Source: an optimization exercise on an open RTL-to-GDS flow (aim: small area). Production flows keep margins and buffers that such runs may drop.
Function was checked by simulation only, so behaviour that the tests miss may differ from the original.
Power and IR drop assume default switching activity.

==> flow/design.v (excerpt) <==
module cpu(
    input           clk,
    input           rst,
    output [31:0]   pc,
    input  [31:0]   imem_data,
    output          dmem_en,
    output          dmem_we,
    output [3:0]    dmem_be,
    output [9:0]    dmem_addr,
    output [31:0]   dmem_wdata,
    input  [31:0]   dmem_rdata,
    output [31:0]   out_reg6,
    output [31:0]   out_reg7,
    output [31:0]   out_reg15,
    output [31:0]   out_reg16
);
export LEC_CHECK = 0
export ABC_AREA = 1
export CAP_MARGIN = 40
export CORE_MARGIN = 2
export CORE_UTILIZATION = 55
export PLACE_DENSITY = 0.65
export SLEW_MARGIN = 40
create_clock -name core_clock -period 500.0 [get_ports {clk}]
standard.sh (not shown) runs the stock make flow with config.mk's settings and CLKGATE_MAP_FILE= SYNTH_SCRIPT=/design/flow/synth_recipe.tcl, a recipe that flattens the netlist after the stock synthesis.
==> flow/flow/run.sh <==
#!/bin/bash
# Standard layout with two knobs changed: ports are buffered with the
# smallest buffer, and clock tree synthesis clusters more flip-flops per
# leaf buffer and inserts no dummy loads.
set -euo pipefail
bash standard.sh \
  "BUFFER_PORTS_ARGS=-buffer_cell sky130_fd_sc_hd__buf_1" \
  "CTS_ARGS=-sink_clustering_enable -repair_clock_nets -dont_use_dummy_load -buf_list sky130_fd_sc_hd__clkbuf_16 -sink_clustering_size 25 -sink_clustering_max_diameter 90" \
  finish > flow_make.log 2>&1
The starting point finished clean.
==> next run, changes <==
==> flow/flow/run.sh (replaced) <==
#!/bin/bash
# Standard layout with two knobs changed: ports are buffered with the
# smallest buffer, and clock tree synthesis uses mid-size clock buffers
# without dummy loads.
set -euo pipefail
bash standard.sh \
  "BUFFER_PORTS_ARGS=-buffer_cell sky130_fd_sc_hd__buf_1" \
  "CTS_ARGS=-sink_clustering_enable -repair_clock_nets -dont_use_dummy_load -buf_list sky130_fd_sc_hd__clkbuf_8 -sink_clustering_size 20" \
  finish > flow_make.log 2>&1
Routed wire length went up by 0.74%.
Worst hold slack is worse by 0.0082 ns.
Via count is higher by 1.5%.
==> next run, changes <==
Settings changed: CORE_UTILIZATION 55 to 30, PLACE_DENSITY 0.65 to 0.4.
What happened: Core utilization goes down by 26 points; global-route usage goes down by 16 points; final cell count goes up by 17%; worst setup slack gets better by 3.2 ns; non-clock buffer count goes up by 67; routed wire length goes up by 16%; count of clock-buffer cells in the layout goes up by 24; power goes up by 4.3%; cell area goes up by 3.0%; hold slack gets worse by 0.025 ns; die area goes up by 83%.
==> next run, changes <==
==> flow/flow/run.sh (replaced) <==
#!/bin/bash
# Standard layout with two knobs changed: ports are buffered with the
# smallest buffer, and clock tree synthesis clusters more flip-flops per
# leaf buffer and inserts no dummy loads.
set -euo pipefail
bash standard.sh \
  "BUFFER_PORTS_ARGS=-buffer_cell sky130_fd_sc_hd__buf_1" \
  "CTS_ARGS=-sink_clustering_enable -repair_clock_nets -dont_use_dummy_load -buf_list sky130_fd_sc_hd__clkbuf_8 -sink_clustering_size 12 -sink_clustering_max_diameter 100" \
  finish > flow_make.log 2>&1
Settings changed: CORE_UTILIZATION 30 to 55, PLACE_DENSITY 0.4 to 0.65.
Outcome:
- The changed run finished with timing, DRC and antenna clean
- wire length fell by 14%
- power fell by 10%
- synthesized cell count does not change
- die area fell by 45%
- via count rose by 2.7%

========
cpu, a different RTL version from the one above (not shown whole).
Size in the first run: roughly 9500 cells after synthesis, roughly 270 I/O pins.
export LEC_CHECK = 0
export ABC_AREA = 1
export CAP_MARGIN = 25
export CORE_MARGIN = 2
export CORE_UTILIZATION = 65
export PLACE_DENSITY = 0.75
export SLEW_MARGIN = 25
create_clock -name core_clock -period 500.0 [get_ports {clk}]
==> flow/flow/run.sh <==
#!/bin/bash
# 1. the standard synthesis, unchanged.
# 2. Area-oriented re-mapping of its combinational gates (flow/remap.tcl);
#    registers, adder cells and tie cells are untouched.
# 3. the standard layout of that netlist, with ports buffered by the
#    smallest buffer and a clock tree with larger leaf clusters and no
#    dummy loads.
# Each tool's output goes to a log file of its own in this folder.
set -euo pipefail
W=$PWD
bash standard.sh synth > log_1_synth.log 2>&1
R=orfs/results/$FLOW_PLATFORM/cpu/base
cp $R/1_2_yosys.v standard_synth.v
mv orfs orfs_synth
YOSYS=$(command -v yosys || echo $FLOW_HOME/../tools/install/yosys/bin/yosys)
REMAP_LIB=$FLOW_HOME/platforms/$FLOW_PLATFORM/lib/sky130_fd_sc_hd__tt_025C_1v80.lib \
REMAP_IN=$W/standard_synth.v REMAP_OUT=$W/remapped.v REMAP_TOP=$FLOW_TOP \
REMAP_SCRIPT=$W/flow/remap.abc REMAP_DIR=$W \
  $YOSYS -c flow/remap.tcl > log_2_remap.log 2>&1
bash standard.sh \
  "SYNTH_NETLIST_FILES=$W/remapped.v" \
  "BUFFER_PORTS_ARGS=-buffer_cell sky130_fd_sc_hd__buf_1" \
  "CTS_ARGS=-sink_clustering_enable -repair_clock_nets -dont_use_dummy_load -buf_list sky130_fd_sc_hd__clkbuf_8 -sink_clustering_size 12 -sink_clustering_max_diameter 100" \
  finish > log_3_layout.log 2>&1
Other scripts of this flow, unchanged in this note and not shown: flow/flow/remap.abc, flow/flow/remap.tcl
The first run went through all stages and came out clean.
==> next run, changes <==
--- a/flow/flow/run.sh
+++ b/flow/flow/run.sh
@@ -22,2 +22,3 @@
   "BUFFER_PORTS_ARGS=-buffer_cell sky130_fd_sc_hd__buf_1" \
+  "RECOVER_POWER=100" \
   "CTS_ARGS=-sink_clustering_enable -repair_clock_nets -dont_use_dummy_load -buf_list sky130_fd_sc_hd__clkbuf_8 -sink_clustering_size 12 -sink_clustering_max_diameter 100" \
- CORE_UTILIZATION: 65 -> 55
- PLACE_DENSITY: 0.75 -> 0.65
Outcome:
- The changed run ran to the end with violations: max-capacitance violations, max-slew violations
- final cell count rose by 3.8%
- global-route usage fell by 5.8 points
- hold slack improves by 0.017 ns
- cell area stays flat
- non-clock buffer count goes up by 11
- power goes up by 0.40%
- routed wire length is higher by 4.4%
